Source: an optimization exercise on an open RTL-to-GDS flow (aim: small area and a short achievable clock period). Production flows keep margins and buffers that such runs may drop.
RTL that was checked went through simulation tests only; none was proved equivalent to the original.
No activity file was given, so power comes from the tool's default toggle rates.

==> inputs of juniper <==
==> flow/design.v (excerpt) <==
module gb_apu (
    input  logic        clk,
    input  logic        reset,
    input  logic [15:0] addr_i,
    input  logic [ 7:0] data_i,
    input  logic        wren,
    output logic [ 7:0] data_o,
    output logic [15:0] left,
    output logic [15:0] right
);
clock: 11.0 ns
lec_check: 0
cap_margin: 20
core_margin: 2
core_utilization: 60
cts_cluster_diameter: 80
cts_cluster_size: 30
setup_slack_margin: 4.6
slew_margin: 20
synth_hierarchical: 1
synth_minimum_keep_size: 700
standard.sh (not shown) runs the stock make flow with config.mk's settings and CLKGATE_MAP_FILE= SYNTH_SCRIPT=/design/flow/synth_recipe.tcl, a recipe that flattens the netlist after the stock synthesis.
==> flow/flow/run.sh <==
#!/bin/bash
cp standard.sh standard_sh_copy.txt
cp config.mk config_mk_copy.txt
export BUFFER_PORTS_ARGS="-buffer_cell sky130_fd_sc_hd__buf_2"
bash standard.sh > standard_flow.log 2>&1
==> onyx (differences from juniper) <==
--- a/flow/design.v
+++ b/flow/design.v
@@ -271,67 +271,41 @@
         .length(length),
         .en    (en),
         .en_n  (en_n)
     );
     assign level_n = (en_n & ~lfsr_n[0]) ? vol_n : 4'b0000;
 endmodule
-module gbx_read (
-    input  logic [15:0]       addr_i,
-    input  logic [31:0][7:0]  regs,
-    input  logic [15:0][7:0]  wave,
-    input  logic [ 7:0]       cur_byte,
-    input  logic              ch3_dac,
-    output logic [ 7:0]       data_o
-);
-    logic       hi_ok, in_regs, in_wave;
-    logic [4:0] ridx;
-    assign hi_ok   = (addr_i[15:6] == 10'b1111111100);
-    assign in_regs = hi_ok & ((~addr_i[5] & addr_i[4]) | (addr_i[5] & ~addr_i[4]));
-    assign in_wave = hi_ok & addr_i[5] & addr_i[4];
-    assign ridx    = {~addr_i[4], addr_i[3:0]};
-    always_comb begin
-        if (in_regs) data_o = regs[ridx];
-        else if (in_wave) data_o = ch3_dac ? cur_byte : wave[addr_i[3:0]];
-        else data_o = 8'hFF;
-    end
-endmodule
 module gb_apu (
     input  logic        clk,
     input  logic        reset,
     input  logic [15:0] addr_i,
     input  logic [ 7:0] data_i,
     input  logic        wren,
     output logic [ 7:0] data_o,
     output logic [15:0] left,
     output logic [15:0] right
 );
-    logic       hi_ok, in_lo, in_hi, in_regs, in_wave, is26;
+    logic       hi_ok, in_regs, in_wave, is26;
     logic [4:0] ridx;
     assign hi_ok   = (addr_i[15:6] == 10'b1111111100);
-    assign in_lo   = hi_ok & ~addr_i[5] & addr_i[4];
-    assign in_hi   = hi_ok & addr_i[5] & ~addr_i[4];
-    assign in_regs = in_lo | in_hi;
+    assign in_regs = hi_ok & (addr_i[5] ^ addr_i[4]);
     assign in_wave = hi_ok & addr_i[5] & addr_i[4];
     assign ridx    = {~addr_i[4], addr_i[3:0]};
-    assign is26    = (addr_i == 16'hFF26);
+    assign is26    = in_regs & (ridx == 5'd22);
     logic [31:0][7:0] regs, regs_n;
     logic             se;
     assign se = regs[22][7];
-    logic       clr;
+    logic       clr, wr_ok;
     logic [7:0] dcol;
-    assign clr  = reset | (wren & is26 & ~data_i[7]);
-    assign dcol = data_i & {8{~clr}};
-    logic [31:0] wsel;
+    assign clr   = reset | (wren & is26 & ~data_i[7]);
+    assign wr_ok = wren & in_regs & (se | (is26 & data_i[7]));
+    assign dcol  = data_i & {8{~clr}};
     integer i;
     always_comb begin
         for (i = 0; i < 32; i = i + 1) begin
-            if (i == 22) wsel[i] = wren & is26 & (se | data_i[7]);
-            else wsel[i] = wren & se & (addr_i == 16'hFF10 + i[15:0]);
-        end
-        for (i = 0; i < 32; i = i + 1) begin
-            regs_n[i] = (clr | wsel[i]) ? dcol : regs[i];
+            regs_n[i] = (clr | (wr_ok & (ridx == i[4:0]))) ? dcol : regs[i];
         end
     end
     always_ff @(posedge clk) regs <= regs_n;
     logic [15:0][7:0] wave;
     logic [7:0] cur_byte, byte_n;
     logic [4:0] ptr, ptr_next;
@@ -445,20 +419,17 @@
     );
     logic [31:0][7:0] rdarr;
     always_comb begin
         rdarr     = regs;
         rdarr[22] = {se, 3'b000, ch4_on, ch3_on, ch2_on, ch1_on};
     end
-    gbx_read read_mux (
-        .addr_i  (addr_i),
-        .regs    (rdarr),
-        .wave    (wave),
-        .cur_byte(cur_byte),
-        .ch3_dac (ch3_dac),
-        .data_o  (data_o)
-    );
+    always_comb begin
+        if (in_regs) data_o = rdarr[ridx];
+        else if (in_wave) data_o = ch3_dac ? cur_byte : wave[addr_i[3:0]];
+        else data_o = 8'hFF;
+    end
     logic [7:0] pan_n;
     assign pan_n = regs_n[21];
     logic [5:0] sum_l, sum_r;
     always_ff @(posedge clk) begin
         sum_l <= (pan_n[4] ? {2'b00, lv1_n} : 6'd0) + (pan_n[5] ? {2'b00, lv2_n} : 6'd0)
                + (pan_n[6] ? {2'b00, lv3_n} : 6'd0) + (pan_n[7] ? {2'b00, lv4_n} : 6'd0);
==> flow/config.mk (replaced) <==
export PLATFORM = sky130hd
export DESIGN_NAME = gb_apu
export DESIGN_NICKNAME = gb_apu
export VERILOG_FILES = /design/flow/design.v
export SDC_FILE = /design/flow/constraint.sdc
export NUM_CORES = 4
export LEC_CHECK = 0
export ABC_AREA = 1
export CAP_MARGIN = 20
export CORE_MARGIN = 2
export CORE_UTILIZATION = 60
export CTS_CLUSTER_DIAMETER = 80
export CTS_CLUSTER_SIZE = 20
export SETUP_SLACK_MARGIN = 4.5
export SLEW_MARGIN = 20
==> willow (differences from juniper) <==
--- a/flow/design.v
+++ b/flow/design.v
@@ -271,67 +271,41 @@
         .length(length),
         .en    (en),
         .en_n  (en_n)
     );
     assign level_n = (en_n & ~lfsr_n[0]) ? vol_n : 4'b0000;
 endmodule
-module gbx_read (
-    input  logic [15:0]       addr_i,
-    input  logic [31:0][7:0]  regs,
-    input  logic [15:0][7:0]  wave,
-    input  logic [ 7:0]       cur_byte,
-    input  logic              ch3_dac,
-    output logic [ 7:0]       data_o
-);
-    logic       hi_ok, in_regs, in_wave;
-    logic [4:0] ridx;
-    assign hi_ok   = (addr_i[15:6] == 10'b1111111100);
-    assign in_regs = hi_ok & ((~addr_i[5] & addr_i[4]) | (addr_i[5] & ~addr_i[4]));
-    assign in_wave = hi_ok & addr_i[5] & addr_i[4];
-    assign ridx    = {~addr_i[4], addr_i[3:0]};
-    always_comb begin
-        if (in_regs) data_o = regs[ridx];
-        else if (in_wave) data_o = ch3_dac ? cur_byte : wave[addr_i[3:0]];
-        else data_o = 8'hFF;
-    end
-endmodule
 module gb_apu (
     input  logic        clk,
     input  logic        reset,
     input  logic [15:0] addr_i,
     input  logic [ 7:0] data_i,
     input  logic        wren,
     output logic [ 7:0] data_o,
     output logic [15:0] left,
     output logic [15:0] right
 );
-    logic       hi_ok, in_lo, in_hi, in_regs, in_wave, is26;
+    logic       hi_ok, in_regs, in_wave, is26;
     logic [4:0] ridx;
     assign hi_ok   = (addr_i[15:6] == 10'b1111111100);
-    assign in_lo   = hi_ok & ~addr_i[5] & addr_i[4];
-    assign in_hi   = hi_ok & addr_i[5] & ~addr_i[4];
-    assign in_regs = in_lo | in_hi;
+    assign in_regs = hi_ok & (addr_i[5] ^ addr_i[4]);
     assign in_wave = hi_ok & addr_i[5] & addr_i[4];
     assign ridx    = {~addr_i[4], addr_i[3:0]};
-    assign is26    = (addr_i == 16'hFF26);
+    assign is26    = in_regs & (ridx == 5'd22);
     logic [31:0][7:0] regs, regs_n;
     logic             se;
     assign se = regs[22][7];
-    logic       clr;
+    logic       clr, wr_ok;
     logic [7:0] dcol;
-    assign clr  = reset | (wren & is26 & ~data_i[7]);
-    assign dcol = data_i & {8{~clr}};
-    logic [31:0] wsel;
+    assign clr   = reset | (wren & is26 & ~data_i[7]);
+    assign wr_ok = wren & in_regs & (se | (is26 & data_i[7]));
+    assign dcol  = data_i & {8{~clr}};
     integer i;
     always_comb begin
         for (i = 0; i < 32; i = i + 1) begin
-            if (i == 22) wsel[i] = wren & is26 & (se | data_i[7]);
-            else wsel[i] = wren & se & (addr_i == 16'hFF10 + i[15:0]);
-        end
-        for (i = 0; i < 32; i = i + 1) begin
-            regs_n[i] = (clr | wsel[i]) ? dcol : regs[i];
+            regs_n[i] = (clr | (wr_ok & (ridx == i[4:0]))) ? dcol : regs[i];
         end
     end
     always_ff @(posedge clk) regs <= regs_n;
     logic [15:0][7:0] wave;
     logic [7:0] cur_byte, byte_n;
     logic [4:0] ptr, ptr_next;
@@ -440,25 +414,26 @@
         .width7 (regs[18][3]),
         .ratio  (regs[18][2:0]),
         .single (regs[19][6]),
         .level_n(lv4_n),
         .en     (ch4_on)
     );
-    logic [31:0][7:0] rdarr;
+    logic [47:0] rsel;
+    logic [ 7:0] rd;
+    integer m;
     always_comb begin
-        rdarr     = regs;
-        rdarr[22] = {se, 3'b000, ch4_on, ch3_on, ch2_on, ch1_on};
+        for (m = 0; m < 48; m = m + 1) rsel[m] = hi_ok & (addr_i[5:0] == m[5:0] + 6'd16);
+        rd = 8'h00;
+        for (m = 0; m < 32; m = m + 1) begin
+            if (m == 22) rd = rd | ({8{rsel[m]}} & {se, 3'b000, ch4_on, ch3_on, ch2_on, ch1_on});
+            else rd = rd | ({8{rsel[m]}} & regs[m]);
+        end
+        for (m = 0; m < 16; m = m + 1) rd = rd | ({8{rsel[32+m] & ~ch3_dac}} & wave[m]);
+        rd = rd | ({8{in_wave & ch3_dac}} & cur_byte);
+        data_o = rd | {8{~(in_regs | in_wave)}};
     end
-    gbx_read read_mux (
-        .addr_i  (addr_i),
-        .regs    (rdarr),
-        .wave    (wave),
-        .cur_byte(cur_byte),
-        .ch3_dac (ch3_dac),
-        .data_o  (data_o)
-    );
     logic [7:0] pan_n;
     assign pan_n = regs_n[21];
     logic [5:0] sum_l, sum_r;
     always_ff @(posedge clk) begin
         sum_l <= (pan_n[4] ? {2'b00, lv1_n} : 6'd0) + (pan_n[5] ? {2'b00, lv2_n} : 6'd0)
                + (pan_n[6] ? {2'b00, lv3_n} : 6'd0) + (pan_n[7] ? {2'b00, lv4_n} : 6'd0);
==> flow/run.sh (new file) <==
#!/bin/bash
# synth_recipe.tcl (not shown) runs the flow's synth.tcl, then flattens the netlist and writes it again
# the make line also repeats each setting of config.mk as NAME=value (left out here)
make -C /OpenROAD-flow-scripts/flow DESIGN_CONFIG=/design/flow/config.mk WORK_HOME=/design/flow/orfs CLKGATE_MAP_FILE= SYNTH_SCRIPT=/design/flow/synth_recipe.tcl finish
==> flow/config.mk (replaced) <==
export PLATFORM = sky130hd
export DESIGN_NAME = gb_apu
export DESIGN_NICKNAME = gb_apu
export VERILOG_FILES = /design/flow/design.v
export SDC_FILE = /design/flow/constraint.sdc
export NUM_CORES = 4
export LEC_CHECK = 0
export CAP_MARGIN = 20
export CORE_MARGIN = 2
export CORE_UTILIZATION = 40
export SETUP_SLACK_MARGIN = 5
export SLEW_MARGIN = 20
removed: flow/flow/run.sh
removed: flow/standard.sh
==> notes.md <==
status complete, no violations; placed insts about 3.1k; Vias 21.2k; clock skew 0.0302 ns; Inverters excl. clock about 100; num rows 81; top cells by area, synth edfxtp_1 45%, dfxtp_1 9.1%, mux4_2 6.9%, mux2i_1 2.7%, nand2_1 2.6%; Metal-1 WL 33,100 µm; Storage cell area 16,200 µm²; Final Worst Setup Slack 4.62 ns; Setup WS pre-CTS 2.92 ns; Multi-input gate area 13,100 µm²; maximum vdd drop ~0.14 mV; worst-margin pin slew about 1.1 ns; Clock group 1.56 mW
# the run above: juniper

==> notes.md <==
status complete, no violations; Inverters excl. clock 113; Final Worst Setup Slack 4.05 ns; top cells by area, synth edfxtp_1 47%, dfxtp_1 9.4%, nor2_1 3.1%, mux2i_1 3.0%, ha_1 2.7%; maximum vdd drop about 0.10 mV; Clock group between 2 and 2.5 mW; num rows between 90 and 100; clock skew between 0.02 and 0.03 ns; Metal-1 WL 47,000 µm; worst-margin pin slew between 1 and 1.5 ns
# the run above: willow

==> notes.md <==
Metal-1 WL 34,200 µm; Reg2Reg Launch Point channel_3.div[0]$_SDFF_PP0_; largest class sequential cells; num rows 80; status complete, no violations; critical path endpoint category primary output; most frequent cells in the layout 489 x nand2_1, 450 x edfxtp_1, 307 x inv_1; maximum vdd drop 0.138 mV; post-synth cell types 70; Vias 22.9k; Inverters excl. clock 341; Max Fanout on Critical Path 46; Final min period roughly 6.6 ns; clock skew 0.0362 ns; placed insts about 3.6k; Storage cell area approximately 16,000 µm²; Psw 1.24 mW; period utilization ~60%; Clock group 1.52 mW
# the run above: onyx

No run of this note included a check of the RTL's function; only the layout flow was run.

* * *

==> wip/yarrow <==
gb_apu, a different RTL version from the one above (not shown whole).
==> flow/config.mk <==
export PLATFORM = sky130hd
export DESIGN_NAME = gb_apu
export DESIGN_NICKNAME = gb_apu
export VERILOG_FILES = /design/flow/design.v
export SDC_FILE = /design/flow/constraint.sdc
export NUM_CORES = 4
export LEC_CHECK = 0
export CAP_MARGIN = 20
export CORE_MARGIN = 2
export CORE_UTILIZATION = 50
export CTS_CLUSTER_DIAMETER = 80
export CTS_CLUSTER_SIZE = 30
export SETUP_SLACK_MARGIN = 4.6
export SLEW_MARGIN = 20
==> flow/constraint.sdc <==
create_clock -name core_clock -period 11.0 [get_ports {clk}]
set_input_delay 2.2000 -clock core_clock [delete_from_list [all_inputs] [get_ports {clk}]]
set_output_delay 2.2000 -clock core_clock [all_outputs]
set_load 0.01 [all_outputs]
==> flow/flow/run.sh <==
#!/bin/bash
cp standard.sh standard_sh_copy.txt
cp config.mk config_mk_copy.txt
export BUFFER_PORTS_ARGS="-buffer_cell sky130_fd_sc_hd__buf_2"
bash standard.sh > standard_flow.log 2>&1
==> wip/sierra (differences from wip/yarrow) <==
--- a/flow/design.v
+++ b/flow/design.v
@@ -75,33 +75,34 @@
         if (SWEEP) begin : g_sweep
             logic [3:0] stimer;
             logic sen;
             logic [10:0] delta;
             logic [3:0] reload;
             logic step;
-            logic [11:0] res;
             assign delta  = shadow >> nsh;
             assign reload = (pace == 3'd0) ? 4'd8 : {1'b0, pace};
             assign step   = sw_clk & (stimer == 4'd0) & sen;
-            assign res    = {1'b0, shadow} + {1'b0, delta ^ {11{dec}}} + {11'd0, dec};
             always_comb begin
                 if (sp) ovf_n = 1'b0;
-                else if (step & ~dec & ~ovf) ovf_n = res[11];
+                else if (step & ~dec & ~ovf) ovf_n = ({1'b0, shadow} + {1'b0, delta}) > 12'd2047;
                 else ovf_n = ovf;
             end
             always_ff @(posedge clk) begin
                 ovf <= ovf_n;
                 if (sp) begin
                     shadow <= freq;
                     stimer <= reload;
                     sen    <= (pace != 3'd0) && (nsh != 3'd0);
                 end else if (sw_clk) begin
                     if (stimer != 4'd0) stimer <= stimer - 1'b1;
                     else begin
                         stimer <= reload;
-                        if (sen & (dec | ~ovf)) shadow <= res[10:0];
+                        if (sen) begin
+                            if (dec) shadow <= shadow - delta;
+                            else if (~ovf) shadow <= shadow + delta;
+                        end
                     end
                 end
             end
         end else begin : g_nosweep
             always_ff @(posedge clk) begin
                 if (sp) shadow <= freq;
@@ -281,37 +282,31 @@
     input  logic [ 7:0] data_i,
     input  logic        wren,
     output logic [ 7:0] data_o,
     output logic [15:0] left,
     output logic [15:0] right
 );
-    logic       hi_ok, in_lo, in_hi, in_regs, in_wave, is26;
+    logic       hi_ok, in_regs, in_wave, is26;
     logic [4:0] ridx;
     assign hi_ok   = (addr_i[15:6] == 10'b1111111100);
-    assign in_lo   = hi_ok & ~addr_i[5] & addr_i[4];
-    assign in_hi   = hi_ok & addr_i[5] & ~addr_i[4];
-    assign in_regs = in_lo | in_hi;
+    assign in_regs = hi_ok & (addr_i[5] ^ addr_i[4]);
     assign in_wave = hi_ok & addr_i[5] & addr_i[4];
     assign ridx    = {~addr_i[4], addr_i[3:0]};
-    assign is26    = (addr_i == 16'hFF26);
+    assign is26    = in_regs & (ridx == 5'd22);
     logic [31:0][7:0] regs, regs_n;
     logic             se;
     assign se = regs[22][7];
-    logic       clr;
+    logic       clr, wr_ok;
     logic [7:0] dcol;
-    assign clr  = reset | (wren & is26 & ~data_i[7]);
-    assign dcol = data_i & {8{~clr}};
-    logic [31:0] wsel;
+    assign clr   = reset | (wren & is26 & ~data_i[7]);
+    assign wr_ok = wren & in_regs & (se | (is26 & data_i[7]));
+    assign dcol  = data_i & {8{~clr}};
     integer i;
     always_comb begin
         for (i = 0; i < 32; i = i + 1) begin
-            if (i == 22) wsel[i] = wren & is26 & (se | data_i[7]);
-            else wsel[i] = wren & se & (addr_i == 16'hFF10 + i[15:0]);
-        end
-        for (i = 0; i < 32; i = i + 1) begin
-            regs_n[i] = (clr | wsel[i]) ? dcol : regs[i];
+            regs_n[i] = (clr | (wr_ok & (ridx == i[4:0]))) ? dcol : regs[i];
         end
     end
     always_ff @(posedge clk) regs <= regs_n;
     logic [15:0][7:0] wave;
     logic [7:0] cur_byte, byte_n;
     logic [4:0] ptr, ptr_next;
@@ -420,20 +415,17 @@
         .width7 (regs[18][3]),
         .ratio  (regs[18][2:0]),
         .single (regs[19][6]),
         .level_n(lv4_n),
         .en     (ch4_on)
     );
-    logic [31:0][7:0] rdarr;
-    always_comb begin
-        rdarr     = regs;
-        rdarr[22] = {se, 3'b000, ch4_on, ch3_on, ch2_on, ch1_on};
-    end
     always_comb begin
-        if (in_regs) data_o = rdarr[ridx];
-        else if (in_wave) data_o = ch3_dac ? cur_byte : wave[addr_i[3:0]];
+        if (in_regs) begin
+            if (ridx == 5'd22) data_o = {se, 3'b000, ch4_on, ch3_on, ch2_on, ch1_on};
+            else data_o = regs[ridx];
+        end else if (in_wave) data_o = ch3_dac ? cur_byte : wave[addr_i[3:0]];
         else data_o = 8'hFF;
     end
     logic [7:0] pan_n;
     assign pan_n = regs_n[21];
     logic [5:0] sum_l, sum_r;
     always_ff @(posedge clk) begin
==> flow/run.sh (new file) <==
#!/bin/bash
# synth_recipe.tcl (not shown) runs the flow's synth.tcl, then flattens the netlist and writes it again
# the make line also repeats each setting of config.mk as NAME=value (left out here)
make -C /OpenROAD-flow-scripts/flow DESIGN_CONFIG=/design/flow/config.mk WORK_HOME=/design/flow/orfs CLKGATE_MAP_FILE= SYNTH_SCRIPT=/design/flow/synth_recipe.tcl finish
Settings changed: CORE_UTILIZATION 50 to 40, CTS_CLUSTER_DIAMETER 80 to default, CTS_CLUSTER_SIZE 30 to default, SETUP_SLACK_MARGIN 4.6 to default.
removed: flow/flow/run.sh
removed: flow/standard.sh
==> wip/violet (differences from wip/yarrow) <==
Settings changed: CORE_UTILIZATION 50 to 65, CTS_CLUSTER_SIZE 30 to 25, GPL_ROUTABILITY_DRIVEN from default to 0, SETUP_SLACK_MARGIN 4.6 to 4.62.
==> impl_metrics.ini <==
[timing]
max-slew-margin-rel = 0.240

[detailed_routing]
first_pass_iters = 8

[final_layout]
flops_and_latches = 586
seq_share = 0.503
inv_count = 97

[power_and_ir_drop]
report.power.total_mw = 4.49

[run_status]
status = finished clean

[setup_path]
cp_num_cells = 8
reg2reg_setup_slack_ns = 4.74
r2r_cells = 18

[synth]
yosys-top-cells-area = edfxtp_1 (46%), mux4_2 (9.6%), dfxtp_1 (9.4%), mux2i_1 (4.0%), ha_1 (2.6%)
synth_seq_cells = 586
# the run above: wip/violet

==> impl_metrics.ini <==
[setup_path]
r2r_cells = 23
cp_num_cells = 17
cpMostUsedCell = fa_1
reg2reg_setup_slack_ns = 4.29

[floorplan]
ios = 67

[run_status]
status = finished clean

[final_layout]
flops_and_latches = 593
inv_count = 102
seq_share = 0.489

[power_and_ir_drop]
internal_power_mw = 3.88
report.power.total_mw = 5.12

[synth]
synth_flop_cell = edfxtp_1
yosys-top-cells-area = edfxtp_1 (46%), mux4_2 (9.3%), dfxtp_1 (9.1%), ha_1 (3.1%), nor2_1 (2.5%)

[timing]
setup_ws_ns = 2.61
max-slew-margin-rel = 0.242
# the run above: wip/sierra

==> impl_metrics.ini <==
[setup_path]
cp_num_cells = 7
reg2reg_setup_slack_ns = 4.87
r2r_cells = 19

[synth]
yosys-top-cells-area = edfxtp_1 (46%), mux4_2 (9.6%), dfxtp_1 (9.4%), mux2i_1 (4.0%), ha_1 (2.6%)
synth_seq_cells = 586

[timing]
tns_ns = 0
max-slew-margin-rel = 0.287

[detailed_routing]
first_pass_iters = 5

[final_layout]
seq_share = 0.505
final_common_cell = edfxtp_1
flops_and_latches = 586

[run_status]
status = finished clean

[floorplan]
taps = 765

[power_and_ir_drop]
report.power.total_mw = 4.39
# the run above: wip/yarrow

Function not checked in wip/sierra: the RTL went through the layout flow alone.

## static timing again, ports no longer ideal
The results above use ideal ports. As a check the final layouts listed here were re-extracted and re-timed, cells and wires unchanged. Step 1 assumes that a clkbuf_16 drives the clock port and a buf_2 every other input. Step 2 moves the port delays by t, midway between the first and last clock arrival at a register: inputs arrive t later, outputs are due t later. That takes back most of the time a late clock gives input paths. a / b / c = ideal ports / drivers / drivers and shift; a / b = the first two.
run	t (ns)	setup WS [ns]	worst setup path at the end	latest minus earliest clock arrival (ns)
juniper	0.649	4.618 / 4.450 / 4.061	input to register	0.034 / 0.034
onyx	0.645	4.356 / 4.314 / 4.124	input to register	0.037 / 0.037
willow	0.690	4.053 / 3.919 / 3.919	input to output	0.035 / 0.035
wip/yarrow	0.680	4.582 / 4.331 / 4.036	input to register	0.032 / 0.033
wip/sierra	0.663	2.614 / 2.602 / 1.940	input to register	0.018 / 0.019
wip/violet	0.630	4.586 / 4.246 / 4.087	input to register	0.026 / 0.026
After both steps every run listed still meets setup and hold. The setup slack of wip/sierra, which loses most, moves by -0.012 ns with the drivers and by -0.674 ns with both steps.
